This design comes from an exercise in tuning for small area, a short achievable clock period and few clock cycles per item on the open sky130 flow, not from production work.
No run shown here included a check of the RTL's function; only the layout flow was run.
Power figures rest on the tool's default switching activity, not on a simulated workload.

[config.mk]
export PLATFORM = sky130hd
export DESIGN_NAME = el2_exu_div_ctl
export DESIGN_NICKNAME = el2_exu_div_ctl
export VERILOG_FILES = /design/flow/design.v
export SDC_FILE = /design/flow/constraint.sdc
export NUM_CORES = 8
export LEC_CHECK = 0
export CAP_MARGIN = 40
export CORE_MARGIN = 2
export CORE_UTILIZATION = 40
export SETUP_SLACK_MARGIN = 5
export SLEW_MARGIN = 40
export SYNTH_HIERARCHICAL = 1
export SYNTH_MINIMUM_KEEP_SIZE = 0
[constraint.sdc]
create_clock -name core_clock -period 12.0 [get_ports {clk}]
set_input_delay 2.4000 -clock core_clock [delete_from_list [all_inputs] [get_ports {clk}]]
set_output_delay 2.4000 -clock core_clock [all_outputs]
set_load 0.01 [all_outputs]
[design.v]
module el2_exu_div_ctl
  (
   input logic           clk,                        
   input logic           rst_l,                      
   input logic           dp_valid,                   
   input logic           dp_unsign,                  
   input logic           dp_rem,                     
   input logic  [31:0]   dividend,                   
   input logic  [31:0]   divisor,                    
   input logic           cancel,                     
   output logic          finish_dly,                 
   output logic [31:0]   out                         
  );
   logic        sv_ff;                  
   logic        it_ff;                  
   logic        fin_ff;                 
   logic [3:0]  cnt_ff;                 
   logic        busy, last;
   logic [31:0] r_ff;                   
   logic [31:0] q_ff;                   
   logic [32:0] b_ff;                   
   logic        rem_ff, neg_ff;         
   assign busy = sv_ff | it_ff;
   assign last = it_ff & (cnt_ff == 4'd0);
   wire  sa = ~dp_unsign & dividend[31];
   wire  sb = ~dp_unsign & divisor[31];
   wire  bz = (divisor == 32'b0);
   wire [31:0] abs_a, abs_b;
   div_cneg_in u_nega (.s(sa), .x(dividend), .y(abs_a));
   div_cneg_in u_negb (.s(sb), .x(divisor),  .y(abs_b));
   wire        q1, d1_co, q2, d2_co;
   wire [31:0] r1, d2;
   div_step34 u_s1 (.en(it_ff), .x({2'b0, r_ff}), .b({1'b0, b_ff}), .q(q1), .co(d1_co), .y(r1));
   div_step33 u_s2 (.en(it_ff), .x({1'b0, r1}), .b({1'b0, b_ff[32:1]}), .q(q2), .co(d2_co), .y(d2));
   wire [31:0] r2_n = busy ? r1 : abs_a;
   wire [31:0] r_next = q2 ? d2 : r2_n;
   wire early = ~d1_co;
   wire [5:0] clza, clzb;
   div_clz32 u_clza (.x(r_ff), .n(clza));
   div_clz32 u_clzb (.x(b_ff[31:0]), .n(clzb));
   wire [5:0]  sdiff = clzb - clza;                     
   wire        bzero = clzb[5];
   wire [3:0]  m     = (bzero | ~sv_ff) ? 4'hf : sdiff[4:1];
   wire [32:0] b_r1  = {b_ff[31:0], b_ff[32]};
   wire [32:0] b_r2  = m[0] ? {b_r1[30:0], b_r1[32:31]} : b_r1;
   wire [32:0] b_r4  = m[1] ? {b_r2[28:0], b_r2[32:29]} : b_r2;
   wire [32:0] b_r8  = m[2] ? {b_r4[24:0], b_r4[32:25]} : b_r4;
   wire [32:0] b_rot = m[3] ? {b_r8[16:0], b_r8[32:17]} : b_r8;
   always_ff @(posedge clk or negedge rst_l) begin
      if (!rst_l) begin
         sv_ff  <= 1'b0;
         it_ff  <= 1'b0;
         fin_ff <= 1'b0;
      end
      else begin
         sv_ff  <= dp_valid & ~cancel;
         it_ff  <= ~cancel & ((sv_ff & ~early) | (it_ff & (cnt_ff != 4'd0)));
         fin_ff <= ~cancel & last;
      end
   end
   always_ff @(posedge clk) begin
      cnt_ff <= sv_ff ? m : cnt_ff - 4'd1;
      r_ff   <= r_next;
      q_ff   <= it_ff ? ((last & rem_ff) ? r_next : {q_ff[29:0], q1, q2}) :
                sv_ff ? 32'b0 : (abs_a & {32{dp_rem}});
      b_ff   <= busy ? b_rot : {1'b0, abs_b};
      if (!busy) begin
         rem_ff <= dp_rem;
         neg_ff <= dp_rem ? sa : (sa ^ sb) & ~bz;
      end
   end
   wire [31:0] ans;
   div_cneg_out u_nego (.s(neg_ff), .x(q_ff), .y(ans));
   assign out        = ans;
   assign finish_dly = ~cancel & (fin_ff | (sv_ff & early));
endmodule  
module div_cneg_in (input logic s, input logic [31:0] x, output logic [31:0] y);
   wire yy_po_l0_1 = x[1] | x[0];
   wire yy_po_l0_3 = x[3] | x[2];
   wire yy_po_l0_5 = x[5] | x[4];
   wire yy_po_l0_7 = x[7] | x[6];
   wire yy_po_l0_9 = x[9] | x[8];
   wire yy_po_l0_11 = x[11] | x[10];
   wire yy_po_l0_13 = x[13] | x[12];
   wire yy_po_l0_15 = x[15] | x[14];
   wire yy_po_l0_17 = x[17] | x[16];
   wire yy_po_l0_19 = x[19] | x[18];
   wire yy_po_l0_21 = x[21] | x[20];
   wire yy_po_l0_23 = x[23] | x[22];
   wire yy_po_l0_25 = x[25] | x[24];
   wire yy_po_l0_27 = x[27] | x[26];
   wire yy_po_l0_29 = x[29] | x[28];
   wire yy_po_l1_2 = x[2] | yy_po_l0_1;
   wire yy_po_l1_3 = yy_po_l0_3 | yy_po_l0_1;
   wire yy_po_l1_6 = x[6] | yy_po_l0_5;
   wire yy_po_l1_7 = yy_po_l0_7 | yy_po_l0_5;
   wire yy_po_l1_10 = x[10] | yy_po_l0_9;
   wire yy_po_l1_11 = yy_po_l0_11 | yy_po_l0_9;
   wire yy_po_l1_14 = x[14] | yy_po_l0_13;
   wire yy_po_l1_15 = yy_po_l0_15 | yy_po_l0_13;
   wire yy_po_l1_18 = x[18] | yy_po_l0_17;
   wire yy_po_l1_19 = yy_po_l0_19 | yy_po_l0_17;
   wire yy_po_l1_22 = x[22] | yy_po_l0_21;
   wire yy_po_l1_23 = yy_po_l0_23 | yy_po_l0_21;
   wire yy_po_l1_26 = x[26] | yy_po_l0_25;
   wire yy_po_l1_27 = yy_po_l0_27 | yy_po_l0_25;
   wire yy_po_l1_30 = x[30] | yy_po_l0_29;
   wire yy_po_l2_4 = x[4] | yy_po_l1_3;
   wire yy_po_l2_5 = yy_po_l0_5 | yy_po_l1_3;
   wire yy_po_l2_6 = yy_po_l1_6 | yy_po_l1_3;
   wire yy_po_l2_7 = yy_po_l1_7 | yy_po_l1_3;
   wire yy_po_l2_12 = x[12] | yy_po_l1_11;
   wire yy_po_l2_13 = yy_po_l0_13 | yy_po_l1_11;
   wire yy_po_l2_14 = yy_po_l1_14 | yy_po_l1_11;
   wire yy_po_l2_15 = yy_po_l1_15 | yy_po_l1_11;
   wire yy_po_l2_20 = x[20] | yy_po_l1_19;
   wire yy_po_l2_21 = yy_po_l0_21 | yy_po_l1_19;
   wire yy_po_l2_22 = yy_po_l1_22 | yy_po_l1_19;
   wire yy_po_l2_23 = yy_po_l1_23 | yy_po_l1_19;
   wire yy_po_l2_28 = x[28] | yy_po_l1_27;
   wire yy_po_l2_29 = yy_po_l0_29 | yy_po_l1_27;
   wire yy_po_l2_30 = yy_po_l1_30 | yy_po_l1_27;
   wire yy_po_l3_8 = x[8] | yy_po_l2_7;
   wire yy_po_l3_9 = yy_po_l0_9 | yy_po_l2_7;
   wire yy_po_l3_10 = yy_po_l1_10 | yy_po_l2_7;
   wire yy_po_l3_11 = yy_po_l1_11 | yy_po_l2_7;
   wire yy_po_l3_12 = yy_po_l2_12 | yy_po_l2_7;
   wire yy_po_l3_13 = yy_po_l2_13 | yy_po_l2_7;
   wire yy_po_l3_14 = yy_po_l2_14 | yy_po_l2_7;
   wire yy_po_l3_15 = yy_po_l2_15 | yy_po_l2_7;
   wire yy_po_l3_24 = x[24] | yy_po_l2_23;
   wire yy_po_l3_25 = yy_po_l0_25 | yy_po_l2_23;
   wire yy_po_l3_26 = yy_po_l1_26 | yy_po_l2_23;
   wire yy_po_l3_27 = yy_po_l1_27 | yy_po_l2_23;
   wire yy_po_l3_28 = yy_po_l2_28 | yy_po_l2_23;
   wire yy_po_l3_29 = yy_po_l2_29 | yy_po_l2_23;
   wire yy_po_l3_30 = yy_po_l2_30 | yy_po_l2_23;
   wire yy_po_l4_16 = x[16] | yy_po_l3_15;
   wire yy_po_l4_17 = yy_po_l0_17 | yy_po_l3_15;
   wire yy_po_l4_18 = yy_po_l1_18 | yy_po_l3_15;
   wire yy_po_l4_19 = yy_po_l1_19 | yy_po_l3_15;
   wire yy_po_l4_20 = yy_po_l2_20 | yy_po_l3_15;
   wire yy_po_l4_21 = yy_po_l2_21 | yy_po_l3_15;
   wire yy_po_l4_22 = yy_po_l2_22 | yy_po_l3_15;
   wire yy_po_l4_23 = yy_po_l2_23 | yy_po_l3_15;
   wire yy_po_l4_24 = yy_po_l3_24 | yy_po_l3_15;
   wire yy_po_l4_25 = yy_po_l3_25 | yy_po_l3_15;
   wire yy_po_l4_26 = yy_po_l3_26 | yy_po_l3_15;
   wire yy_po_l4_27 = yy_po_l3_27 | yy_po_l3_15;
   wire yy_po_l4_28 = yy_po_l3_28 | yy_po_l3_15;
   wire yy_po_l4_29 = yy_po_l3_29 | yy_po_l3_15;
   wire yy_po_l4_30 = yy_po_l3_30 | yy_po_l3_15;
   wire [30:0] yy_po;
   assign yy_po[0] = x[0];
   assign yy_po[1] = yy_po_l0_1;
   assign yy_po[2] = yy_po_l1_2;
   assign yy_po[3] = yy_po_l1_3;
   assign yy_po[4] = yy_po_l2_4;
   assign yy_po[5] = yy_po_l2_5;
   assign yy_po[6] = yy_po_l2_6;
   assign yy_po[7] = yy_po_l2_7;
   assign yy_po[8] = yy_po_l3_8;
   assign yy_po[9] = yy_po_l3_9;
   assign yy_po[10] = yy_po_l3_10;
   assign yy_po[11] = yy_po_l3_11;
   assign yy_po[12] = yy_po_l3_12;
   assign yy_po[13] = yy_po_l3_13;
   assign yy_po[14] = yy_po_l3_14;
   assign yy_po[15] = yy_po_l3_15;
   assign yy_po[16] = yy_po_l4_16;
   assign yy_po[17] = yy_po_l4_17;
   assign yy_po[18] = yy_po_l4_18;
   assign yy_po[19] = yy_po_l4_19;
   assign yy_po[20] = yy_po_l4_20;
   assign yy_po[21] = yy_po_l4_21;
   assign yy_po[22] = yy_po_l4_22;
   assign yy_po[23] = yy_po_l4_23;
   assign yy_po[24] = yy_po_l4_24;
   assign yy_po[25] = yy_po_l4_25;
   assign yy_po[26] = yy_po_l4_26;
   assign yy_po[27] = yy_po_l4_27;
   assign yy_po[28] = yy_po_l4_28;
   assign yy_po[29] = yy_po_l4_29;
   assign yy_po[30] = yy_po_l4_30;
   wire [31:0] yy;
   assign yy[0] = x[0];
   assign yy[31:1] = x[31:1] ^ ({31{s}} & yy_po);
   assign y = yy;
endmodule
module div_cneg_out (input logic s, input logic [31:0] x, output logic [31:0] y);
   wire yy_po_l0_1 = x[1] | x[0];
   wire yy_po_l0_3 = x[3] | x[2];
   wire yy_po_l0_5 = x[5] | x[4];
   wire yy_po_l0_7 = x[7] | x[6];
   wire yy_po_l0_9 = x[9] | x[8];
   wire yy_po_l0_11 = x[11] | x[10];
   wire yy_po_l0_13 = x[13] | x[12];
   wire yy_po_l0_15 = x[15] | x[14];
   wire yy_po_l0_17 = x[17] | x[16];
   wire yy_po_l0_19 = x[19] | x[18];
   wire yy_po_l0_21 = x[21] | x[20];
   wire yy_po_l0_23 = x[23] | x[22];
   wire yy_po_l0_25 = x[25] | x[24];
   wire yy_po_l0_27 = x[27] | x[26];
   wire yy_po_l0_29 = x[29] | x[28];
   wire yy_po_l1_2 = x[2] | yy_po_l0_1;
   wire yy_po_l1_3 = yy_po_l0_3 | yy_po_l0_1;
   wire yy_po_l1_6 = x[6] | yy_po_l0_5;
   wire yy_po_l1_7 = yy_po_l0_7 | yy_po_l0_5;
   wire yy_po_l1_10 = x[10] | yy_po_l0_9;
   wire yy_po_l1_11 = yy_po_l0_11 | yy_po_l0_9;
   wire yy_po_l1_14 = x[14] | yy_po_l0_13;
   wire yy_po_l1_15 = yy_po_l0_15 | yy_po_l0_13;
   wire yy_po_l1_18 = x[18] | yy_po_l0_17;
   wire yy_po_l1_19 = yy_po_l0_19 | yy_po_l0_17;
   wire yy_po_l1_22 = x[22] | yy_po_l0_21;
   wire yy_po_l1_23 = yy_po_l0_23 | yy_po_l0_21;
   wire yy_po_l1_26 = x[26] | yy_po_l0_25;
   wire yy_po_l1_27 = yy_po_l0_27 | yy_po_l0_25;
   wire yy_po_l1_30 = x[30] | yy_po_l0_29;
   wire yy_po_l2_4 = x[4] | yy_po_l1_3;
   wire yy_po_l2_5 = yy_po_l0_5 | yy_po_l1_3;
   wire yy_po_l2_6 = yy_po_l1_6 | yy_po_l1_3;
   wire yy_po_l2_7 = yy_po_l1_7 | yy_po_l1_3;
   wire yy_po_l2_12 = x[12] | yy_po_l1_11;
   wire yy_po_l2_13 = yy_po_l0_13 | yy_po_l1_11;
   wire yy_po_l2_14 = yy_po_l1_14 | yy_po_l1_11;
   wire yy_po_l2_15 = yy_po_l1_15 | yy_po_l1_11;
   wire yy_po_l2_20 = x[20] | yy_po_l1_19;
   wire yy_po_l2_21 = yy_po_l0_21 | yy_po_l1_19;
   wire yy_po_l2_22 = yy_po_l1_22 | yy_po_l1_19;
   wire yy_po_l2_23 = yy_po_l1_23 | yy_po_l1_19;
   wire yy_po_l2_28 = x[28] | yy_po_l1_27;
   wire yy_po_l2_29 = yy_po_l0_29 | yy_po_l1_27;
   wire yy_po_l2_30 = yy_po_l1_30 | yy_po_l1_27;
   wire yy_po_l3_8 = x[8] | yy_po_l2_7;
   wire yy_po_l3_9 = yy_po_l0_9 | yy_po_l2_7;
   wire yy_po_l3_10 = yy_po_l1_10 | yy_po_l2_7;
   wire yy_po_l3_11 = yy_po_l1_11 | yy_po_l2_7;
   wire yy_po_l3_12 = yy_po_l2_12 | yy_po_l2_7;
   wire yy_po_l3_13 = yy_po_l2_13 | yy_po_l2_7;
   wire yy_po_l3_14 = yy_po_l2_14 | yy_po_l2_7;
   wire yy_po_l3_15 = yy_po_l2_15 | yy_po_l2_7;
   wire yy_po_l3_24 = x[24] | yy_po_l2_23;
   wire yy_po_l3_25 = yy_po_l0_25 | yy_po_l2_23;
   wire yy_po_l3_26 = yy_po_l1_26 | yy_po_l2_23;
   wire yy_po_l3_27 = yy_po_l1_27 | yy_po_l2_23;
   wire yy_po_l3_28 = yy_po_l2_28 | yy_po_l2_23;
   wire yy_po_l3_29 = yy_po_l2_29 | yy_po_l2_23;
   wire yy_po_l3_30 = yy_po_l2_30 | yy_po_l2_23;
   wire yy_po_l4_16 = x[16] | yy_po_l3_15;
   wire yy_po_l4_17 = yy_po_l0_17 | yy_po_l3_15;
   wire yy_po_l4_18 = yy_po_l1_18 | yy_po_l3_15;
   wire yy_po_l4_19 = yy_po_l1_19 | yy_po_l3_15;
   wire yy_po_l4_20 = yy_po_l2_20 | yy_po_l3_15;
   wire yy_po_l4_21 = yy_po_l2_21 | yy_po_l3_15;
   wire yy_po_l4_22 = yy_po_l2_22 | yy_po_l3_15;
   wire yy_po_l4_23 = yy_po_l2_23 | yy_po_l3_15;
   wire yy_po_l4_24 = yy_po_l3_24 | yy_po_l3_15;
   wire yy_po_l4_25 = yy_po_l3_25 | yy_po_l3_15;
   wire yy_po_l4_26 = yy_po_l3_26 | yy_po_l3_15;
   wire yy_po_l4_27 = yy_po_l3_27 | yy_po_l3_15;
   wire yy_po_l4_28 = yy_po_l3_28 | yy_po_l3_15;
   wire yy_po_l4_29 = yy_po_l3_29 | yy_po_l3_15;
   wire yy_po_l4_30 = yy_po_l3_30 | yy_po_l3_15;
   wire [30:0] yy_po;
   assign yy_po[0] = x[0];
   assign yy_po[1] = yy_po_l0_1;
   assign yy_po[2] = yy_po_l1_2;
   assign yy_po[3] = yy_po_l1_3;
   assign yy_po[4] = yy_po_l2_4;
   assign yy_po[5] = yy_po_l2_5;
   assign yy_po[6] = yy_po_l2_6;
   assign yy_po[7] = yy_po_l2_7;
   assign yy_po[8] = yy_po_l3_8;
   assign yy_po[9] = yy_po_l3_9;
   assign yy_po[10] = yy_po_l3_10;
   assign yy_po[11] = yy_po_l3_11;
   assign yy_po[12] = yy_po_l3_12;
   assign yy_po[13] = yy_po_l3_13;
   assign yy_po[14] = yy_po_l3_14;
   assign yy_po[15] = yy_po_l3_15;
   assign yy_po[16] = yy_po_l4_16;
   assign yy_po[17] = yy_po_l4_17;
   assign yy_po[18] = yy_po_l4_18;
   assign yy_po[19] = yy_po_l4_19;
   assign yy_po[20] = yy_po_l4_20;
   assign yy_po[21] = yy_po_l4_21;
   assign yy_po[22] = yy_po_l4_22;
   assign yy_po[23] = yy_po_l4_23;
   assign yy_po[24] = yy_po_l4_24;
   assign yy_po[25] = yy_po_l4_25;
   assign yy_po[26] = yy_po_l4_26;
   assign yy_po[27] = yy_po_l4_27;
   assign yy_po[28] = yy_po_l4_28;
   assign yy_po[29] = yy_po_l4_29;
   assign yy_po[30] = yy_po_l4_30;
   wire [31:0] yy;
   assign yy[0] = x[0];
   assign yy[31:1] = x[31:1] ^ ({31{s}} & yy_po);
   assign y = yy;
endmodule
module div_step34 (input logic en, input logic [33:0] x, input logic [33:0] b, output logic q, output logic co, output logic [31:0] y);
   wire [33:0] d_p0 = x ^ ~b;
   wire [33:0] d_g0 = x & ~b;
   wire d_g1_1 = d_g0[1] | (d_p0[1] & (d_g0[0] | d_p0[0]));
   wire d_g1_3 = d_g0[3] | (d_p0[3] & d_g0[2]);
   wire d_p1_3 = d_p0[3] & d_p0[2];
   wire d_g1_5 = d_g0[5] | (d_p0[5] & d_g0[4]);
   wire d_p1_5 = d_p0[5] & d_p0[4];
   wire d_g1_7 = d_g0[7] | (d_p0[7] & d_g0[6]);
   wire d_p1_7 = d_p0[7] & d_p0[6];
   wire d_g1_9 = d_g0[9] | (d_p0[9] & d_g0[8]);
   wire d_p1_9 = d_p0[9] & d_p0[8];
   wire d_g1_11 = d_g0[11] | (d_p0[11] & d_g0[10]);
   wire d_p1_11 = d_p0[11] & d_p0[10];
   wire d_g1_13 = d_g0[13] | (d_p0[13] & d_g0[12]);
   wire d_p1_13 = d_p0[13] & d_p0[12];
   wire d_g1_15 = d_g0[15] | (d_p0[15] & d_g0[14]);
   wire d_p1_15 = d_p0[15] & d_p0[14];
   wire d_g1_17 = d_g0[17] | (d_p0[17] & d_g0[16]);
   wire d_p1_17 = d_p0[17] & d_p0[16];
   wire d_g1_19 = d_g0[19] | (d_p0[19] & d_g0[18]);
   wire d_p1_19 = d_p0[19] & d_p0[18];
   wire d_g1_21 = d_g0[21] | (d_p0[21] & d_g0[20]);
   wire d_p1_21 = d_p0[21] & d_p0[20];
   wire d_g1_23 = d_g0[23] | (d_p0[23] & d_g0[22]);
   wire d_p1_23 = d_p0[23] & d_p0[22];
   wire d_g1_25 = d_g0[25] | (d_p0[25] & d_g0[24]);
   wire d_p1_25 = d_p0[25] & d_p0[24];
   wire d_g1_27 = d_g0[27] | (d_p0[27] & d_g0[26]);
   wire d_p1_27 = d_p0[27] & d_p0[26];
   wire d_g1_29 = d_g0[29] | (d_p0[29] & d_g0[28]);
   wire d_p1_29 = d_p0[29] & d_p0[28];
   wire d_g1_31 = d_g0[31] | (d_p0[31] & d_g0[30]);
   wire d_p1_31 = d_p0[31] & d_p0[30];
   wire d_g1_33 = d_g0[33] | (d_p0[33] & d_g0[32]);
   wire d_p1_33 = d_p0[33] & d_p0[32];
   wire d_g2_2 = d_g0[2] | (d_p0[2] & d_g1_1);
   wire d_g2_3 = d_g1_3 | (d_p1_3 & d_g1_1);
   wire d_g2_6 = d_g0[6] | (d_p0[6] & d_g1_5);
   wire d_p2_6 = d_p0[6] & d_p1_5;
   wire d_g2_7 = d_g1_7 | (d_p1_7 & d_g1_5);
   wire d_p2_7 = d_p1_7 & d_p1_5;
   wire d_g2_10 = d_g0[10] | (d_p0[10] & d_g1_9);
   wire d_p2_10 = d_p0[10] & d_p1_9;
   wire d_g2_11 = d_g1_11 | (d_p1_11 & d_g1_9);
   wire d_p2_11 = d_p1_11 & d_p1_9;
   wire d_g2_14 = d_g0[14] | (d_p0[14] & d_g1_13);
   wire d_p2_14 = d_p0[14] & d_p1_13;
   wire d_g2_15 = d_g1_15 | (d_p1_15 & d_g1_13);
   wire d_p2_15 = d_p1_15 & d_p1_13;
   wire d_g2_18 = d_g0[18] | (d_p0[18] & d_g1_17);
   wire d_p2_18 = d_p0[18] & d_p1_17;
   wire d_g2_19 = d_g1_19 | (d_p1_19 & d_g1_17);
   wire d_p2_19 = d_p1_19 & d_p1_17;
   wire d_g2_22 = d_g0[22] | (d_p0[22] & d_g1_21);
   wire d_p2_22 = d_p0[22] & d_p1_21;
   wire d_g2_23 = d_g1_23 | (d_p1_23 & d_g1_21);
   wire d_p2_23 = d_p1_23 & d_p1_21;
   wire d_g2_26 = d_g0[26] | (d_p0[26] & d_g1_25);
   wire d_p2_26 = d_p0[26] & d_p1_25;
   wire d_g2_27 = d_g1_27 | (d_p1_27 & d_g1_25);
   wire d_p2_27 = d_p1_27 & d_p1_25;
   wire d_g2_30 = d_g0[30] | (d_p0[30] & d_g1_29);
   wire d_p2_30 = d_p0[30] & d_p1_29;
   wire d_g2_31 = d_g1_31 | (d_p1_31 & d_g1_29);
   wire d_p2_31 = d_p1_31 & d_p1_29;
   wire d_g3_4 = d_g0[4] | (d_p0[4] & d_g2_3);
   wire d_g3_5 = d_g1_5 | (d_p1_5 & d_g2_3);
   wire d_g3_6 = d_g2_6 | (d_p2_6 & d_g2_3);
   wire d_g3_7 = d_g2_7 | (d_p2_7 & d_g2_3);
   wire d_g3_12 = d_g0[12] | (d_p0[12] & d_g2_11);
   wire d_p3_12 = d_p0[12] & d_p2_11;
   wire d_g3_13 = d_g1_13 | (d_p1_13 & d_g2_11);
   wire d_p3_13 = d_p1_13 & d_p2_11;
   wire d_g3_14 = d_g2_14 | (d_p2_14 & d_g2_11);
   wire d_p3_14 = d_p2_14 & d_p2_11;
   wire d_g3_15 = d_g2_15 | (d_p2_15 & d_g2_11);
   wire d_p3_15 = d_p2_15 & d_p2_11;
   wire d_g3_20 = d_g0[20] | (d_p0[20] & d_g2_19);
   wire d_p3_20 = d_p0[20] & d_p2_19;
   wire d_g3_21 = d_g1_21 | (d_p1_21 & d_g2_19);
   wire d_p3_21 = d_p1_21 & d_p2_19;
   wire d_g3_22 = d_g2_22 | (d_p2_22 & d_g2_19);
   wire d_p3_22 = d_p2_22 & d_p2_19;
   wire d_g3_23 = d_g2_23 | (d_p2_23 & d_g2_19);
   wire d_p3_23 = d_p2_23 & d_p2_19;
   wire d_g3_28 = d_g0[28] | (d_p0[28] & d_g2_27);
   wire d_p3_28 = d_p0[28] & d_p2_27;
   wire d_g3_29 = d_g1_29 | (d_p1_29 & d_g2_27);
   wire d_p3_29 = d_p1_29 & d_p2_27;
   wire d_g3_30 = d_g2_30 | (d_p2_30 & d_g2_27);
   wire d_p3_30 = d_p2_30 & d_p2_27;
   wire d_g3_31 = d_g2_31 | (d_p2_31 & d_g2_27);
   wire d_p3_31 = d_p2_31 & d_p2_27;
   wire d_g4_8 = d_g0[8] | (d_p0[8] & d_g3_7);
   wire d_g4_9 = d_g1_9 | (d_p1_9 & d_g3_7);
   wire d_g4_10 = d_g2_10 | (d_p2_10 & d_g3_7);
   wire d_g4_11 = d_g2_11 | (d_p2_11 & d_g3_7);
   wire d_g4_12 = d_g3_12 | (d_p3_12 & d_g3_7);
   wire d_g4_13 = d_g3_13 | (d_p3_13 & d_g3_7);
   wire d_g4_14 = d_g3_14 | (d_p3_14 & d_g3_7);
   wire d_g4_15 = d_g3_15 | (d_p3_15 & d_g3_7);
   wire d_g4_24 = d_g0[24] | (d_p0[24] & d_g3_23);
   wire d_p4_24 = d_p0[24] & d_p3_23;
   wire d_g4_25 = d_g1_25 | (d_p1_25 & d_g3_23);
   wire d_p4_25 = d_p1_25 & d_p3_23;
   wire d_g4_26 = d_g2_26 | (d_p2_26 & d_g3_23);
   wire d_p4_26 = d_p2_26 & d_p3_23;
   wire d_g4_27 = d_g2_27 | (d_p2_27 & d_g3_23);
   wire d_p4_27 = d_p2_27 & d_p3_23;
   wire d_g4_28 = d_g3_28 | (d_p3_28 & d_g3_23);
   wire d_p4_28 = d_p3_28 & d_p3_23;
   wire d_g4_29 = d_g3_29 | (d_p3_29 & d_g3_23);
   wire d_p4_29 = d_p3_29 & d_p3_23;
   wire d_g4_30 = d_g3_30 | (d_p3_30 & d_g3_23);
   wire d_p4_30 = d_p3_30 & d_p3_23;
   wire d_g4_31 = d_g3_31 | (d_p3_31 & d_g3_23);
   wire d_p4_31 = d_p3_31 & d_p3_23;
   wire d_g5_16 = d_g0[16] | (d_p0[16] & d_g4_15);
   wire d_g5_17 = d_g1_17 | (d_p1_17 & d_g4_15);
   wire d_g5_18 = d_g2_18 | (d_p2_18 & d_g4_15);
   wire d_g5_19 = d_g2_19 | (d_p2_19 & d_g4_15);
   wire d_g5_20 = d_g3_20 | (d_p3_20 & d_g4_15);
   wire d_g5_21 = d_g3_21 | (d_p3_21 & d_g4_15);
   wire d_g5_22 = d_g3_22 | (d_p3_22 & d_g4_15);
   wire d_g5_23 = d_g3_23 | (d_p3_23 & d_g4_15);
   wire d_g5_24 = d_g4_24 | (d_p4_24 & d_g4_15);
   wire d_g5_25 = d_g4_25 | (d_p4_25 & d_g4_15);
   wire d_g5_26 = d_g4_26 | (d_p4_26 & d_g4_15);
   wire d_g5_27 = d_g4_27 | (d_p4_27 & d_g4_15);
   wire d_g5_28 = d_g4_28 | (d_p4_28 & d_g4_15);
   wire d_g5_29 = d_g4_29 | (d_p4_29 & d_g4_15);
   wire d_g5_30 = d_g4_30 | (d_p4_30 & d_g4_15);
   wire d_g5_31 = d_g4_31 | (d_p4_31 & d_g4_15);
   wire d_g6_32 = d_g0[32] | (d_p0[32] & d_g5_31);
   wire d_g6_33 = d_g1_33 | (d_p1_33 & d_g5_31);
   wire [33:0] d_c = {d_g6_33, d_g6_32, d_g5_31, d_g5_30, d_g5_29, d_g5_28, d_g5_27, d_g5_26, d_g5_25, d_g5_24, d_g5_23, d_g5_22, d_g5_21, d_g5_20, d_g5_19, d_g5_18, d_g5_17, d_g5_16, d_g4_15, d_g4_14, d_g4_13, d_g4_12, d_g4_11, d_g4_10, d_g4_9, d_g4_8, d_g3_7, d_g3_6, d_g3_5, d_g3_4, d_g2_3, d_g2_2, d_g1_1, (d_g0[0] | d_p0[0])};
   wire [33:0] d = d_p0 ^ {d_c[32:0], 1'b1};
   wire d_co = d_c[33];
   assign co = d_co;
   assign q  = en & d_co;
   assign y  = q ? d[31:0] : x[31:0];
endmodule
module div_step33 (input logic en, input logic [32:0] x, input logic [32:0] b, output logic q, output logic co, output logic [31:0] y);
   wire [32:0] d_p0 = x ^ ~b;
   wire [32:0] d_g0 = x & ~b;
   wire d_g1_1 = d_g0[1] | (d_p0[1] & (d_g0[0] | d_p0[0]));
   wire d_g1_3 = d_g0[3] | (d_p0[3] & d_g0[2]);
   wire d_p1_3 = d_p0[3] & d_p0[2];
   wire d_g1_5 = d_g0[5] | (d_p0[5] & d_g0[4]);
   wire d_p1_5 = d_p0[5] & d_p0[4];
   wire d_g1_7 = d_g0[7] | (d_p0[7] & d_g0[6]);
   wire d_p1_7 = d_p0[7] & d_p0[6];
   wire d_g1_9 = d_g0[9] | (d_p0[9] & d_g0[8]);
   wire d_p1_9 = d_p0[9] & d_p0[8];
   wire d_g1_11 = d_g0[11] | (d_p0[11] & d_g0[10]);
   wire d_p1_11 = d_p0[11] & d_p0[10];
   wire d_g1_13 = d_g0[13] | (d_p0[13] & d_g0[12]);
   wire d_p1_13 = d_p0[13] & d_p0[12];
   wire d_g1_15 = d_g0[15] | (d_p0[15] & d_g0[14]);
   wire d_p1_15 = d_p0[15] & d_p0[14];
   wire d_g1_17 = d_g0[17] | (d_p0[17] & d_g0[16]);
   wire d_p1_17 = d_p0[17] & d_p0[16];
   wire d_g1_19 = d_g0[19] | (d_p0[19] & d_g0[18]);
   wire d_p1_19 = d_p0[19] & d_p0[18];
   wire d_g1_21 = d_g0[21] | (d_p0[21] & d_g0[20]);
   wire d_p1_21 = d_p0[21] & d_p0[20];
   wire d_g1_23 = d_g0[23] | (d_p0[23] & d_g0[22]);
   wire d_p1_23 = d_p0[23] & d_p0[22];
   wire d_g1_25 = d_g0[25] | (d_p0[25] & d_g0[24]);
   wire d_p1_25 = d_p0[25] & d_p0[24];
   wire d_g1_27 = d_g0[27] | (d_p0[27] & d_g0[26]);
   wire d_p1_27 = d_p0[27] & d_p0[26];
   wire d_g1_29 = d_g0[29] | (d_p0[29] & d_g0[28]);
   wire d_p1_29 = d_p0[29] & d_p0[28];
   wire d_g1_31 = d_g0[31] | (d_p0[31] & d_g0[30]);
   wire d_p1_31 = d_p0[31] & d_p0[30];
   wire d_g2_2 = d_g0[2] | (d_p0[2] & d_g1_1);
   wire d_g2_3 = d_g1_3 | (d_p1_3 & d_g1_1);
   wire d_g2_6 = d_g0[6] | (d_p0[6] & d_g1_5);
   wire d_p2_6 = d_p0[6] & d_p1_5;
   wire d_g2_7 = d_g1_7 | (d_p1_7 & d_g1_5);
   wire d_p2_7 = d_p1_7 & d_p1_5;
   wire d_g2_10 = d_g0[10] | (d_p0[10] & d_g1_9);
   wire d_p2_10 = d_p0[10] & d_p1_9;
   wire d_g2_11 = d_g1_11 | (d_p1_11 & d_g1_9);
   wire d_p2_11 = d_p1_11 & d_p1_9;
   wire d_g2_14 = d_g0[14] | (d_p0[14] & d_g1_13);
   wire d_p2_14 = d_p0[14] & d_p1_13;
   wire d_g2_15 = d_g1_15 | (d_p1_15 & d_g1_13);
   wire d_p2_15 = d_p1_15 & d_p1_13;
   wire d_g2_18 = d_g0[18] | (d_p0[18] & d_g1_17);
   wire d_p2_18 = d_p0[18] & d_p1_17;
   wire d_g2_19 = d_g1_19 | (d_p1_19 & d_g1_17);
   wire d_p2_19 = d_p1_19 & d_p1_17;
   wire d_g2_22 = d_g0[22] | (d_p0[22] & d_g1_21);
   wire d_p2_22 = d_p0[22] & d_p1_21;
   wire d_g2_23 = d_g1_23 | (d_p1_23 & d_g1_21);
   wire d_p2_23 = d_p1_23 & d_p1_21;
   wire d_g2_26 = d_g0[26] | (d_p0[26] & d_g1_25);
   wire d_p2_26 = d_p0[26] & d_p1_25;
   wire d_g2_27 = d_g1_27 | (d_p1_27 & d_g1_25);
   wire d_p2_27 = d_p1_27 & d_p1_25;
   wire d_g2_30 = d_g0[30] | (d_p0[30] & d_g1_29);
   wire d_p2_30 = d_p0[30] & d_p1_29;
   wire d_g2_31 = d_g1_31 | (d_p1_31 & d_g1_29);
   wire d_p2_31 = d_p1_31 & d_p1_29;
   wire d_g3_4 = d_g0[4] | (d_p0[4] & d_g2_3);
   wire d_g3_5 = d_g1_5 | (d_p1_5 & d_g2_3);
   wire d_g3_6 = d_g2_6 | (d_p2_6 & d_g2_3);
   wire d_g3_7 = d_g2_7 | (d_p2_7 & d_g2_3);
   wire d_g3_12 = d_g0[12] | (d_p0[12] & d_g2_11);
   wire d_p3_12 = d_p0[12] & d_p2_11;
   wire d_g3_13 = d_g1_13 | (d_p1_13 & d_g2_11);
   wire d_p3_13 = d_p1_13 & d_p2_11;
   wire d_g3_14 = d_g2_14 | (d_p2_14 & d_g2_11);
   wire d_p3_14 = d_p2_14 & d_p2_11;
   wire d_g3_15 = d_g2_15 | (d_p2_15 & d_g2_11);
   wire d_p3_15 = d_p2_15 & d_p2_11;
   wire d_g3_20 = d_g0[20] | (d_p0[20] & d_g2_19);
   wire d_p3_20 = d_p0[20] & d_p2_19;
   wire d_g3_21 = d_g1_21 | (d_p1_21 & d_g2_19);
   wire d_p3_21 = d_p1_21 & d_p2_19;
   wire d_g3_22 = d_g2_22 | (d_p2_22 & d_g2_19);
   wire d_p3_22 = d_p2_22 & d_p2_19;
   wire d_g3_23 = d_g2_23 | (d_p2_23 & d_g2_19);
   wire d_p3_23 = d_p2_23 & d_p2_19;
   wire d_g3_28 = d_g0[28] | (d_p0[28] & d_g2_27);
   wire d_p3_28 = d_p0[28] & d_p2_27;
   wire d_g3_29 = d_g1_29 | (d_p1_29 & d_g2_27);
   wire d_p3_29 = d_p1_29 & d_p2_27;
   wire d_g3_30 = d_g2_30 | (d_p2_30 & d_g2_27);
   wire d_p3_30 = d_p2_30 & d_p2_27;
   wire d_g3_31 = d_g2_31 | (d_p2_31 & d_g2_27);
   wire d_p3_31 = d_p2_31 & d_p2_27;
   wire d_g4_8 = d_g0[8] | (d_p0[8] & d_g3_7);
   wire d_g4_9 = d_g1_9 | (d_p1_9 & d_g3_7);
   wire d_g4_10 = d_g2_10 | (d_p2_10 & d_g3_7);
   wire d_g4_11 = d_g2_11 | (d_p2_11 & d_g3_7);
   wire d_g4_12 = d_g3_12 | (d_p3_12 & d_g3_7);
   wire d_g4_13 = d_g3_13 | (d_p3_13 & d_g3_7);
   wire d_g4_14 = d_g3_14 | (d_p3_14 & d_g3_7);
   wire d_g4_15 = d_g3_15 | (d_p3_15 & d_g3_7);
   wire d_g4_24 = d_g0[24] | (d_p0[24] & d_g3_23);
   wire d_p4_24 = d_p0[24] & d_p3_23;
   wire d_g4_25 = d_g1_25 | (d_p1_25 & d_g3_23);
   wire d_p4_25 = d_p1_25 & d_p3_23;
   wire d_g4_26 = d_g2_26 | (d_p2_26 & d_g3_23);
   wire d_p4_26 = d_p2_26 & d_p3_23;
   wire d_g4_27 = d_g2_27 | (d_p2_27 & d_g3_23);
   wire d_p4_27 = d_p2_27 & d_p3_23;
   wire d_g4_28 = d_g3_28 | (d_p3_28 & d_g3_23);
   wire d_p4_28 = d_p3_28 & d_p3_23;
   wire d_g4_29 = d_g3_29 | (d_p3_29 & d_g3_23);
   wire d_p4_29 = d_p3_29 & d_p3_23;
   wire d_g4_30 = d_g3_30 | (d_p3_30 & d_g3_23);
   wire d_p4_30 = d_p3_30 & d_p3_23;
   wire d_g4_31 = d_g3_31 | (d_p3_31 & d_g3_23);
   wire d_p4_31 = d_p3_31 & d_p3_23;
   wire d_g5_16 = d_g0[16] | (d_p0[16] & d_g4_15);
   wire d_g5_17 = d_g1_17 | (d_p1_17 & d_g4_15);
   wire d_g5_18 = d_g2_18 | (d_p2_18 & d_g4_15);
   wire d_g5_19 = d_g2_19 | (d_p2_19 & d_g4_15);
   wire d_g5_20 = d_g3_20 | (d_p3_20 & d_g4_15);
   wire d_g5_21 = d_g3_21 | (d_p3_21 & d_g4_15);
   wire d_g5_22 = d_g3_22 | (d_p3_22 & d_g4_15);
   wire d_g5_23 = d_g3_23 | (d_p3_23 & d_g4_15);
   wire d_g5_24 = d_g4_24 | (d_p4_24 & d_g4_15);
   wire d_g5_25 = d_g4_25 | (d_p4_25 & d_g4_15);
   wire d_g5_26 = d_g4_26 | (d_p4_26 & d_g4_15);
   wire d_g5_27 = d_g4_27 | (d_p4_27 & d_g4_15);
   wire d_g5_28 = d_g4_28 | (d_p4_28 & d_g4_15);
   wire d_g5_29 = d_g4_29 | (d_p4_29 & d_g4_15);
   wire d_g5_30 = d_g4_30 | (d_p4_30 & d_g4_15);
   wire d_g5_31 = d_g4_31 | (d_p4_31 & d_g4_15);
   wire d_g6_32 = d_g0[32] | (d_p0[32] & d_g5_31);
   wire [32:0] d_c = {d_g6_32, d_g5_31, d_g5_30, d_g5_29, d_g5_28, d_g5_27, d_g5_26, d_g5_25, d_g5_24, d_g5_23, d_g5_22, d_g5_21, d_g5_20, d_g5_19, d_g5_18, d_g5_17, d_g5_16, d_g4_15, d_g4_14, d_g4_13, d_g4_12, d_g4_11, d_g4_10, d_g4_9, d_g4_8, d_g3_7, d_g3_6, d_g3_5, d_g3_4, d_g2_3, d_g2_2, d_g1_1, (d_g0[0] | d_p0[0])};
   wire [32:0] d = d_p0 ^ {d_c[31:0], 1'b1};
   wire d_co = d_c[32];
   assign co = d_co;
   assign q  = en & d_co;
   assign y  = d[31:0];
endmodule
module div_clz32 (input logic [31:0] x, output logic [5:0] n);
   wire c_v0_0 = x[1] | x[0];
   wire c_z0_0 = ~x[1];
   wire c_v0_1 = x[3] | x[2];
   wire c_z0_1 = ~x[3];
   wire c_v0_2 = x[5] | x[4];
   wire c_z0_2 = ~x[5];
   wire c_v0_3 = x[7] | x[6];
   wire c_z0_3 = ~x[7];
   wire c_v0_4 = x[9] | x[8];
   wire c_z0_4 = ~x[9];
   wire c_v0_5 = x[11] | x[10];
   wire c_z0_5 = ~x[11];
   wire c_v0_6 = x[13] | x[12];
   wire c_z0_6 = ~x[13];
   wire c_v0_7 = x[15] | x[14];
   wire c_z0_7 = ~x[15];
   wire c_v0_8 = x[17] | x[16];
   wire c_z0_8 = ~x[17];
   wire c_v0_9 = x[19] | x[18];
   wire c_z0_9 = ~x[19];
   wire c_v0_10 = x[21] | x[20];
   wire c_z0_10 = ~x[21];
   wire c_v0_11 = x[23] | x[22];
   wire c_z0_11 = ~x[23];
   wire c_v0_12 = x[25] | x[24];
   wire c_z0_12 = ~x[25];
   wire c_v0_13 = x[27] | x[26];
   wire c_z0_13 = ~x[27];
   wire c_v0_14 = x[29] | x[28];
   wire c_z0_14 = ~x[29];
   wire c_v0_15 = x[31] | x[30];
   wire c_z0_15 = ~x[31];
   wire c_v1_0 = c_v0_1 | c_v0_0;
   wire c_z1_0_0 = c_v0_1 ? c_z0_1 : c_z0_0;
   wire c_v1_1 = c_v0_3 | c_v0_2;
   wire c_z1_1_0 = c_v0_3 ? c_z0_3 : c_z0_2;
   wire c_v1_2 = c_v0_5 | c_v0_4;
   wire c_z1_2_0 = c_v0_5 ? c_z0_5 : c_z0_4;
   wire c_v1_3 = c_v0_7 | c_v0_6;
   wire c_z1_3_0 = c_v0_7 ? c_z0_7 : c_z0_6;
   wire c_v1_4 = c_v0_9 | c_v0_8;
   wire c_z1_4_0 = c_v0_9 ? c_z0_9 : c_z0_8;
   wire c_v1_5 = c_v0_11 | c_v0_10;
   wire c_z1_5_0 = c_v0_11 ? c_z0_11 : c_z0_10;
   wire c_v1_6 = c_v0_13 | c_v0_12;
   wire c_z1_6_0 = c_v0_13 ? c_z0_13 : c_z0_12;
   wire c_v1_7 = c_v0_15 | c_v0_14;
   wire c_z1_7_0 = c_v0_15 ? c_z0_15 : c_z0_14;
   wire c_v2_0 = c_v1_1 | c_v1_0;
   wire c_z2_0_0 = c_v1_1 ? ~c_v0_3 : ~c_v0_1;
   wire c_z2_0_1 = c_v1_1 ? c_z1_1_0 : c_z1_0_0;
   wire c_v2_1 = c_v1_3 | c_v1_2;
   wire c_z2_1_0 = c_v1_3 ? ~c_v0_7 : ~c_v0_5;
   wire c_z2_1_1 = c_v1_3 ? c_z1_3_0 : c_z1_2_0;
   wire c_v2_2 = c_v1_5 | c_v1_4;
   wire c_z2_2_0 = c_v1_5 ? ~c_v0_11 : ~c_v0_9;
   wire c_z2_2_1 = c_v1_5 ? c_z1_5_0 : c_z1_4_0;
   wire c_v2_3 = c_v1_7 | c_v1_6;
   wire c_z2_3_0 = c_v1_7 ? ~c_v0_15 : ~c_v0_13;
   wire c_z2_3_1 = c_v1_7 ? c_z1_7_0 : c_z1_6_0;
   wire c_v3_0 = c_v2_1 | c_v2_0;
   wire c_z3_0_0 = c_v2_1 ? ~c_v1_3 : ~c_v1_1;
   wire c_z3_0_1 = c_v2_1 ? c_z2_1_0 : c_z2_0_0;
   wire c_z3_0_2 = c_v2_1 ? c_z2_1_1 : c_z2_0_1;
   wire c_v3_1 = c_v2_3 | c_v2_2;
   wire c_z3_1_0 = c_v2_3 ? ~c_v1_7 : ~c_v1_5;
   wire c_z3_1_1 = c_v2_3 ? c_z2_3_0 : c_z2_2_0;
   wire c_z3_1_2 = c_v2_3 ? c_z2_3_1 : c_z2_2_1;
   wire c_v4_0 = c_v3_1 | c_v3_0;
   wire c_z4_0_0 = c_v3_1 ? ~c_v2_3 : ~c_v2_1;
   wire c_z4_0_1 = c_v3_1 ? c_z3_1_0 : c_z3_0_0;
   wire c_z4_0_2 = c_v3_1 ? c_z3_1_1 : c_z3_0_1;
   wire c_z4_0_3 = c_v3_1 ? c_z3_1_2 : c_z3_0_2;
   wire [5:0] c = {~c_v4_0, c_v4_0 & ~c_v3_1, c_v4_0 & c_z4_0_0, c_v4_0 & c_z4_0_1, c_v4_0 & c_z4_0_2, c_v4_0 & c_z4_0_3};
   assign n = c;
endmodule
[run.sh]
#!/bin/bash
# synth_recipe.tcl (not shown) runs the flow's synth.tcl, then flattens the netlist and writes it again
# the make line also repeats each setting of config.mk as NAME=value (left out here)
make -C /OpenROAD-flow-scripts/flow DESIGN_CONFIG=/design/flow/config.mk WORK_HOME=/design/flow/orfs CLKGATE_MAP_FILE= SYNTH_SCRIPT=/design/flow/synth_recipe.tcl finish
==> out/results.ini, run 1 <==
[layout]
multiInputGateArea_sq_um=9690
antenna_cells=0
fin_util_pct=45.3
area_growth_syn_to_layout_pct=12.3
nFillCells=3154
drive_gt1_share_pct=10.3
nNetsFinal=1824
final-seq-area_sq_um=2160
instances_no_fill=2081
fin_area_sq_um=14200

[worst_setup_path]
worstSetupPathType=reg -> reg
path_max_fanout=64
crit_path_end_kind=flip-flop
cp-start-kind=flip-flop
slowest_delay_ns=0.57
ff2ff_setup_slack_ns=5.65
crit_path_top_delay_cell=dfxtp_1
crit_top_cell=nand2_1
required_ns=12.32
worstPathArrival_ns=6.66

[placed_design]
dp_slack_ns=5.51
gp_congestion=0.904
dp.cells=2065
hpwl_mm=30.2
post_dp_cell_area_sq_um=13900
portBuffers=102

[synthesis]
syn_area_sq_um=12700
postSynthCellCount=1635
yosysWarnings=7
avgSynthCellArea_sq_um=7.75

[floorplanning]
dieArea_sq_um=33100
die_y_um=182
start_util_pct=40.4
ios=103
die_w_um=182
core_sq_um=31400
num_rows=65

[cts]
cts_tree=built
h-tree-depth=3
clk_path_buf_depth=2
clk_latency_ns=0.37
cts-root-buf=clkbuf_16
clock_sinks=106
cts.clk_slew.worst_paths_ns=0.09
cts_buffers=9

[timing]
hold_viol=0
hold_slack_ns=0.469
rsz0062_at_grt=false
timing.fmax_mhz=158
worst_slew_pin_slew_ns=0.875
timing.setup.tns_ns=0
maxSlewHeadroom_pct=40.1
post-route-period-util_pct=52.9
setup_ws_ns=5.65
fin_crit_ns=6.35
drv_slew=0
skew_ns=0.0162
setup_viol=0

[drt]
ant_nets=0
drtIter0Drc=1013
num_vias=12100
wire_per_inst_um=18.9
drc=0
routed_wl_mm=39.3
vias_per_cell=5.84
firstDrtPassIters=5

[worst_hold_path]
hold_class=reg -> reg

[power_and_ir_drop]
power_mw=4.25
leakage_nw=5.70
p_per_area_nw_per_um2=298
vdd.ir_drop.worst_mv=0.224

[flow_run]
maxCapViolCount=0

[grt]
grt_pass1_vias=11400
grt_pass1_wl_mm=62.2
grt_usage_pct=23.3
grt_overflow=0
grt_max_degree=77
antenna_found_initial=0

[run_status]
status=timing/DRC/antenna clean

==> worst max-delay path, delay by kind of cell, from the launching register on <==
family | cells | cell delay [ns]
DFF | 1 | 0.57
adders and majority gates | 3 | 0.96
and+or+nand+nor | 5 | 0.56
AOI/OAI and AO/OA | 14 | 3.28
buffers and inverters | 4 | 0.86
==> final cells by class <==
type / instances / share of cell area, %
clock inverters: 6 / 0.440
clock buffers: 10 / 1.61
well taps: 402 / 3.53
inverters: 111 / 2.93
flip-flops and latches: 106 / 15.2
repair buffers: 120 / 8.25
multi-input cells: 1326 / 68.1
==> final timing paths <==
check | from | cells past startpoint | endpoint
worst max-delay path | b_ff[11]$_DFF_P_ | 26 | q_ff[31]$_DFF_P_
worst min-delay path | cnt_ff[0]$_DFF_P_ | 1 | cnt_ff[0]$_DFF_P_
worst max register to register | b_ff[11]$_DFF_P_ | 26 | q_ff[31]$_DFF_P_
worst min register to register | cnt_ff[0]$_DFF_P_ | 1 | cnt_ff[0]$_DFF_P_
max in group asynchronous | rst_l | 1 | sv_ff$_DFF_PN0_
min in group asynchronous | rst_l | 1 | fin_ff$_DFF_PN0_
==> metal layers <==
layer	GRT usage, %	vias up	part of all wire [%]
li1	-	6028	-
met1	32.5	5634	48
met2	36.7	411	43
met3	2.51	74	5.3
met4	9.81	0	4.0
met5	0	-	0
==> report_power, final <==
part	internal (mW)	switching [mW]	total, mW
Clock	0.147	0.162	0.309
Combinational	1.34	1.83	3.16
Sequential	0.484	0.289	0.773
Total	1.97	2.28	4.25
==> state kept, by name (all words and copies together) (netlist names) <==
name and cells:
sv_ff 1, r_ff 32, b_ff 33, it_ff 1, cnt_ff 4, fin_ff 1, q_ff 32, rem_ff 1
neg_ff 1
==> cell usage in the layout (no fill, tap or decap), types with 12 or more instances in the layout <==
| cell | n |
|---|---|
| or2_2 | 25 |
| nand2_1 | 266 |
| nor2b_1 | 15 |
| a211oi_1 | 15 |
| inv_1 | 111 |
| xnor2_1 | 124 |
| dfxtp_1 | 101 |
| ha_1 | 69 |
| o22ai_1 | 15 |
| or4bb_1 | 12 |
| o221a_2 | 22 |
| clkdlybuf4s50_1 | 102 |
| nor4bb_1 | 12 |
| xor2_1 | 18 |
| o2bb2ai_1 | 14 |
| nor3_1 | 30 |
| o21ai_0 | 106 |
| a32oi_1 | 32 |
| buf_4 | 13 |
| nor4_1 | 27 |
| nor2_1 | 64 |
| o31ai_1 | 33 |
| mux2i_1 | 71 |
| o41ai_2 | 12 |
| a21o_1 | 17 |
| nand3_1 | 41 |
| a21oi_1 | 60 |
==> timing repair <==
action,4_1_cts,5_1_grt
hold buffers,0,0
setup endpoints to repair,0,64
gates resized for setup,0,2
setup buffers,0,0
==> inputs of run 2 (changes only) <==
==> flow/run.sh (new file) <==
#!/bin/bash
set -euo pipefail
MARGIN=${MARGIN:-6.5}
sed -E "s/SETUP_SLACK_MARGIN=[^ ]+/SETUP_SLACK_MARGIN=${MARGIN}/" standard.sh > standard_margin.sh
bash standard_margin.sh > flow.log 2>&1
==> standard.sh (new file) <==
#!/bin/bash
# synth_recipe.tcl (not shown) runs the flow's synth.tcl, then flattens the netlist and writes it again
# the make line also repeats each setting of config.mk as NAME=value (left out here)
make -C /OpenROAD-flow-scripts/flow DESIGN_CONFIG=/design/flow/config.mk WORK_HOME=/design/flow/orfs CLKGATE_MAP_FILE= SYNTH_SCRIPT=/design/flow/synth_recipe.tcl "${@:-finish}"
removed: run.sh
==> run 2 against run 1 <==
Compared with the run above:
- critical path depth down 11
- clock skew decreased by 0.00078 ns
- first-iteration DRC count grew 3.5%
- critical path type is now reg -> out
- largest power group unchanged
- count of clock-buffer cells in the layout unchanged
- design area is 6.1% higher
- die area unchanged
- worst hold slack gained 0.0045 ns
- fmax up 14%
- still clean on timing, DRC and antenna
==> out/results.ini, run 2 <==
[timing]
hold_viol=0  ; unchanged
setup_ws_ns=6.41  ; +0.758 ns
drv_slew=0  ; unchanged
rsz0062_at_grt=true
timing.fmax_mhz=179  ; +14%
skew_ns=0.0155  ; -0.000778 ns
maxSlewHeadroom_pct=40.8  ; +0.70 points
setup_viol=0  ; unchanged
worst_slew_pin_slew_ns=0.865  ; -0.0103 ns
fin_crit_ns=5.59  ; -0.758 ns
timing.setup.tns_ns=0  ; unchanged
post-route-period-util_pct=46.6  ; -6.3 points

[drt]
drtIter0Drc=1048  ; +3.5%
vias_per_cell=5.93  ; +1.5%
ant_nets=0  ; unchanged
wire_per_inst_um=20.0  ; +5.9%
routed_wl_mm=42.4  ; +8.1%
drc=0  ; unchanged
num_vias=12600  ; +3.6%
firstDrtPassIters=7  ; +2

[layout]
top_register=b_ff
nNetsFinal=1867  ; +2.4%
area_growth_syn_to_layout_pct=19.1
drive_gt1_share_pct=16.6  ; +6.3 points
fin_util_pct=48.1  ; +2.8 points
largest_register_ffs=33  ; unchanged
reg_top3=b_ff x33, q_ff x32, r_ff x32
final_cell_mix=nand2_1 (264), xnor2_1 (124), inv_1 (110)
nFillCells=3097  ; -1.8%
antenna_cells=0  ; unchanged
final_common_cell=nand2_1

[grt]
grt_overflow=0  ; unchanged
grt_pass1_wl_mm=63.7  ; +2.4%
grt_max_degree=77  ; unchanged
grt_pass1_vias=11600  ; +1.6%
grt_usage_pct=24.0  ; +0.62 points
antenna_found_initial=0  ; unchanged

[synthesis]
avgSynthCellArea_sq_um=7.75  ; unchanged
yosysWarnings=7  ; unchanged
syn_area_sq_um=12700  ; unchanged
postSynthCellCount=1635  ; unchanged

[cts]
clk_latency_ns=0.37  ; about the same
clock_sinks=106  ; unchanged
cts_buffers=9  ; unchanged
h-tree-depth=3  ; unchanged
clk_path_buf_depth=2  ; unchanged
cts.clk_slew.worst_paths_ns=0.08  ; about the same
cts-root-buf=clkbuf_16
hold_buffers=0  ; unchanged
cts_tree=built

[worst_setup_path]
path_max_fanout=3  ; -95%
crit_path_top_delay_cell=dfxtp_2
required_ns=9.60  ; -2.72 ns
worstSetupPathType=reg -> out
cp-start-kind=flip-flop
crit_path_end_kind=output port
worstPathArrival_ns=3.19  ; -3.47 ns
slowest_delay_ns=0.34  ; -0.23 ns
crit_chain=inv_2 > ha_4 > fa_2 > nand2b_4 > a211oi_4 > o2111ai_2 > a21oi_2 > o211ai_2 > a211oi_4 > buf_4 > o21a_1 > inv_1 > a21oi_2 > nor2_1 > buf_2

[placed_design]
gp_congestion=0.904  ; unchanged
dp_slack_ns=5.51  ; unchanged
portBuffers=102  ; unchanged
hpwl_mm=30.2  ; unchanged

[power_and_ir_drop]
leakage_nw=6.06  ; +6.4%
p_per_area_nw_per_um2=301  ; +0.99%
vdd.ir_drop.worst_mv=0.226  ; +0.97%
power_mw=4.55  ; +7.2%

[floorplanning]
ios=103  ; unchanged
core_sq_um=31400  ; unchanged
num_rows=65  ; unchanged
start_util_pct=40.4  ; unchanged
die_w_um=182  ; unchanged
die_y_um=182  ; unchanged
dieArea_sq_um=33100  ; unchanged

[flow_run]
maxCapViolCount=0  ; unchanged

[worst_hold_path]
hold_class=reg -> reg

[run_status]
status=timing/DRC/antenna clean

[run 2: power breakdown]
| part | total (mW) | internal, mW | switching (mW) |
|---|---|---|---|
| clock | 0.309 | 0.147 | 0.162 |
| combinational | 3.45 | 1.48 | 1.97 |
| sequential | 0.792 | 0.503 | 0.288 |
| total | 4.55 | 2.13 | 2.42 |
[run 2: path summary, 6_finish.rpt]
path / slack, ns / cells past startpoint / startpoint / endpoint
max: 6.41 / 15 / r_ff[0]$_DFF_P_ / finish_dly
min: 0.47 / 1 / cnt_ff[0]$_DFF_P_ / cnt_ff[0]$_DFF_P_
max reg2reg: 6.59 / 28 / r_ff[0]$_DFF_P_ / q_ff[31]$_DFF_P_
min reg2reg: 0.47 / 1 / cnt_ff[0]$_DFF_P_ / cnt_ff[0]$_DFF_P_
max in group asynchronous: 9.64 / 1 / rst_l / sv_ff$_DFF_PN0_
min in group asynchronous: 2.21 / 1 / rst_l / fin_ff$_DFF_PN0_
[run 2: worst max-delay path, delay by kind of cell (launching register included)]
kind	cells	cell delay, ns
AO/OA/AOI/OAI	7	1.38
adder cells (fa/ha/maj)	2	0.48
buffers and inverters	4	0.39
flip-flops	1	0.34
AND/OR/NAND/NOR	2	0.21
[run 2: what timing repair did]
action | 4_1_cts | 5_1_grt
setup buffers | 9 | 23
setup endpoints to repair | 65 | 65
pin swaps | 14 | 22
gates cloned | 3 | 8
resized for setup | 44 | 114
[run 2: layer usage]
metal | share of wire (%) | track usage (%)
met1 | 45 | 32.8
met2 | 45 | 38.1
met3 | 5.5 | 2.37
met4 | 4.7 | 10.7
met5 | 0 | 0
[run 2: area by class of cell]
type,instances,area [sq um],area share (%)
flip-flops and latches,106,2220,14.7
clock buffers,10,229,1.52
clock inverters,6,62.6,0.414
repair buffers,163,1710,11.3
inverters,111,417,2.76
well taps,402,503,3.33
multi-input cells,1326,9960,66.0
[run 2: metrics by stage]
stage | hold slack (ns) | std cells | cell area (sq um)
final | 0.474 | 2124 | 15100
after global routing | 0.524 | 2124 | 15100
after CTS | 0.475 | 2093 | 14500
after detailed placement | 0.464 | 2065 | 13900
after global placement | 0.449 | 2063 | 13900
after floorplan | 0.431 | 1639 | 12700
==> inputs of run 3 (changes only) <==
==> flow/run.sh (replaced) <==
#!/bin/bash
set -euo pipefail
MARGIN=${MARGIN:-6.8}
PORTBUF=${PORTBUF:-sky130_fd_sc_hd__buf_1}
sed -E -e "s/SETUP_SLACK_MARGIN=[^ ]+/SETUP_SLACK_MARGIN=${MARGIN}/" \
       -e "s/CLKGATE_MAP_FILE= /CLKGATE_MAP_FILE= 'BUFFER_PORTS_ARGS=-buffer_cell ${PORTBUF}' /" \
       standard.sh > standard_mod.sh
grep -q "BUFFER_PORTS_ARGS" standard_mod.sh
bash standard_mod.sh > flow.log 2>&1
==> run 3 against run 2 <==
Compared with the run above:
- sequential share of layout area fell by 0.53 points
- worst hold slack improved by 0.0070 ns
- clock power rose by 2%
- critical path type unchanged
- largest cell class unchanged
==> out/results.ini, run 3 <==
[cts]
cts.clk_slew.worst_paths_ns=0.09  ; about the same
clk_latency_ns=0.38  ; about the same
cts_buffers=9  ; unchanged
cts-root-buf=clkbuf_16
hold_buffers=0  ; unchanged
h-tree-depth=3  ; unchanged
cts_tree=built
clk_path_buf_depth=2  ; unchanged
clock_sinks=106  ; unchanged

[floorplanning]
start_util_pct=40.4  ; unchanged
die_w_um=182  ; unchanged
num_rows=65  ; unchanged
die_y_um=182  ; unchanged
ios=103  ; unchanged
core_sq_um=31400  ; unchanged
dieArea_sq_um=33100  ; unchanged

[worst_setup_path]
path_max_fanout=6  ; +3
required_ns=9.60  ; about the same
worstSetupPathType=reg -> out
crit_path_end_kind=output port
cp-start-kind=flip-flop
worstPathArrival_ns=3.15  ; -0.04 ns

[synthesis]
avgSynthCellArea_sq_um=7.75  ; unchanged
syn_area_sq_um=12700  ; unchanged
postSynthCellCount=1635  ; unchanged
yosysWarnings=7  ; unchanged

[layout]
top_register=b_ff
nFillCells=2975  ; -3.9%
drive_gt1_share_pct=23.3  ; +6.7 points
fin_area_sq_um=15600  ; +3.5%
final-seq-area_sq_um=2210  ; -0.23%
largest_register_ffs=33  ; unchanged
multiInputGateArea_sq_um=10700  ; +7.3%
final_cell_mix=nand2_1 (230), xnor2_1 (124), inv_1 (110)
reg_top3=b_ff x33, q_ff x32, r_ff x32
final_common_cell=nand2_1
antenna_cells=0  ; unchanged
nNetsFinal=1902  ; +1.9%
area_growth_syn_to_layout_pct=23.3
fin_util_pct=49.8  ; +1.7 points

[timing]
setup_viol=0  ; unchanged
timing.fmax_mhz=180  ; +0.60%
skew_ns=0.0199  ; +0.00449 ns
fin_crit_ns=5.55  ; -0.0332 ns
worst_slew_pin_slew_ns=0.808  ; -0.0573 ns
hold_viol=0  ; unchanged
post-route-period-util_pct=46.3  ; -0.28 points
drv_slew=0  ; unchanged
rsz0062_at_grt=true
maxSlewHeadroom_pct=45.7  ; +4.8 points
timing.setup.tns_ns=0  ; unchanged

[grt]
grt_max_degree=77  ; unchanged
grt_overflow=0  ; unchanged
antenna_found_initial=0  ; unchanged
grt_usage_pct=26.1  ; +2.2 points
grt_pass1_wl_mm=69.5  ; +9.0%
grt_pass1_vias=12400  ; +6.8%

[placed_design]
hpwl_mm=30.1  ; about the same
portBuffers=102  ; unchanged
post_dp_cell_area_sq_um=13300  ; -4.6%
gp_congestion=0.944  ; +4.4%

[power_and_ir_drop]
leakage_nw=6.37  ; +5.1%
vdd.ir_drop.worst_mv=0.200  ; -12%
p_per_area_nw_per_um2=321  ; +6.5%

[flow_run]
maxCapViolCount=0  ; unchanged

[drt]
drc=0  ; unchanged
ant_nets=0  ; unchanged
vias_per_cell=6.01  ; +1.4%
num_vias=13000  ; +3.1%
routed_wl_mm=44.2  ; +4.2%
firstDrtPassIters=5  ; -2
drtIter0Drc=1179  ; +13%
wire_per_inst_um=20.5  ; +2.5%

[run_status]
status=timing/DRC/antenna clean

[worst_hold_path]
hold_class=reg -> reg

-- run 3: report_power, final --
group | internal, mW | switching [mW] | leakage (nW)
clock | 0.153 | 0.164 | 0.148
sequential | 0.502 | 0.296 | 0.912
combinational | 1.65 | 2.26 | 5.31
total | 2.30 | 2.71 | 6.37
-- run 3: per-layer routing --
layer,GRT usage [%],wire (um)
met5,0,0
met4,9.39,1490
met2,43.5,20500
met1,35.2,19600
met3,2.45,2640
-- run 3: final timing paths --
check / start / endpoint / slack (ns) / cells after the start
worst max register to register: b_ff[0]$_DFF_P_ / q_ff[3]$_DFF_P_ / 6.50 / 28
worst min register to register: cnt_ff[0]$_DFF_P_ / cnt_ff[0]$_DFF_P_ / 0.48 / 1
max in group asynchronous: rst_l / sv_ff$_DFF_PN0_ / 10.02 / 1
min in group asynchronous: rst_l / it_ff$_DFF_PN0_ / 1.83 / 1
worst min-delay path: cnt_ff[0]$_DFF_P_ / cnt_ff[0]$_DFF_P_ / 0.48 / 1
worst max-delay path: b_ff[0]$_DFF_P_ / finish_dly / 6.45 / 14
-- run 3: critical path, stage by stage, from the launching register on --
cell and delay [ns]:
dfxtp_4 0.38, ha_4 0.16, fa_2 0.35, nand2b_4 0.17
a211oi_4 0.27, o2111ai_2 0.16, a21oi_2 0.25, o211ai_2 0.15
a211oi_4 0.25, buf_4 0.15, o21a_1 0.13, inv_1 0.06
a21oi_2 0.11, nor2_1 0.05, buf_2 0.14
-- run 3: repair_timing --
| action | in CTS | in global routing |
|---|---|---|
| buffers inserted | 43 | 21 |
| endpoints found under the hold margin | 0 | 0 |
| pin swaps | 50 | 29 |
| resized for setup | 258 | 61 |
| setup endpoints to repair | 65 | 65 |
| cloned | 14 | 0 |
-- run 3: final cells by class --
class,count,share of cell area [%]
multi-input cells,1326,68.4
flip-flops and latches,106,14.1
repair buffers,198,9.70
well taps,402,3.22
inverters,111,2.67
clock buffers,10,1.53
clock inverters,6,0.352
-- run 3: per-stage QoR --
stage | power (mW) | cells | hold slack, ns | setup slack [ns]
final | 5.02 | 2159 | 0.481 | 6.45
after global routing | 5.37 | 2159 | 0.520 | 6.29
after CTS | 4.71 | 2138 | 0.481 | 6.49
after detailed placement | 3.83 | 2065 | 0.463 | 5.48
after global placement | 3.79 | 2063 | 0.448 | 5.64
after floorplan | 3.12 | 1639 | 0.431 | 6.86

## static timing again, ports no longer ideal
The results above use ideal ports. As a check the final layouts listed here were re-extracted and re-timed, cells and wires unchanged. Step 1, drivers: a clkbuf_16 drives clk and a buf_2 each remaining input, both assumed. Step 2 also shifts input and output timing later by t, the mid clock arrival at the registers, as if the neighbouring blocks saw the same clock. Three values: ideal, step 1, step 2; two values: the first two.
| run | shift t [ns] | setup slack, ns | hold slack, ns | worst setup path at the end | worst slew at a driven data input, ns |
|---|---|---|---|---|---|
| run 1 | 0.408 | 5.655 / 5.655 / 5.655 | 0.469 / 0.469 / 0.469 | register to register | 0.05 |
| run 2 | 0.409 | 6.413 / 6.366 / 6.469 | 0.474 / 0.474 / 0.474 | input to output | 0.05 |
| run 3 | 0.415 | 6.446 / 6.397 / 6.500 | 0.481 / 0.481 / 0.481 | register to register | 0.07 |
After both steps every run listed still meets setup and hold.
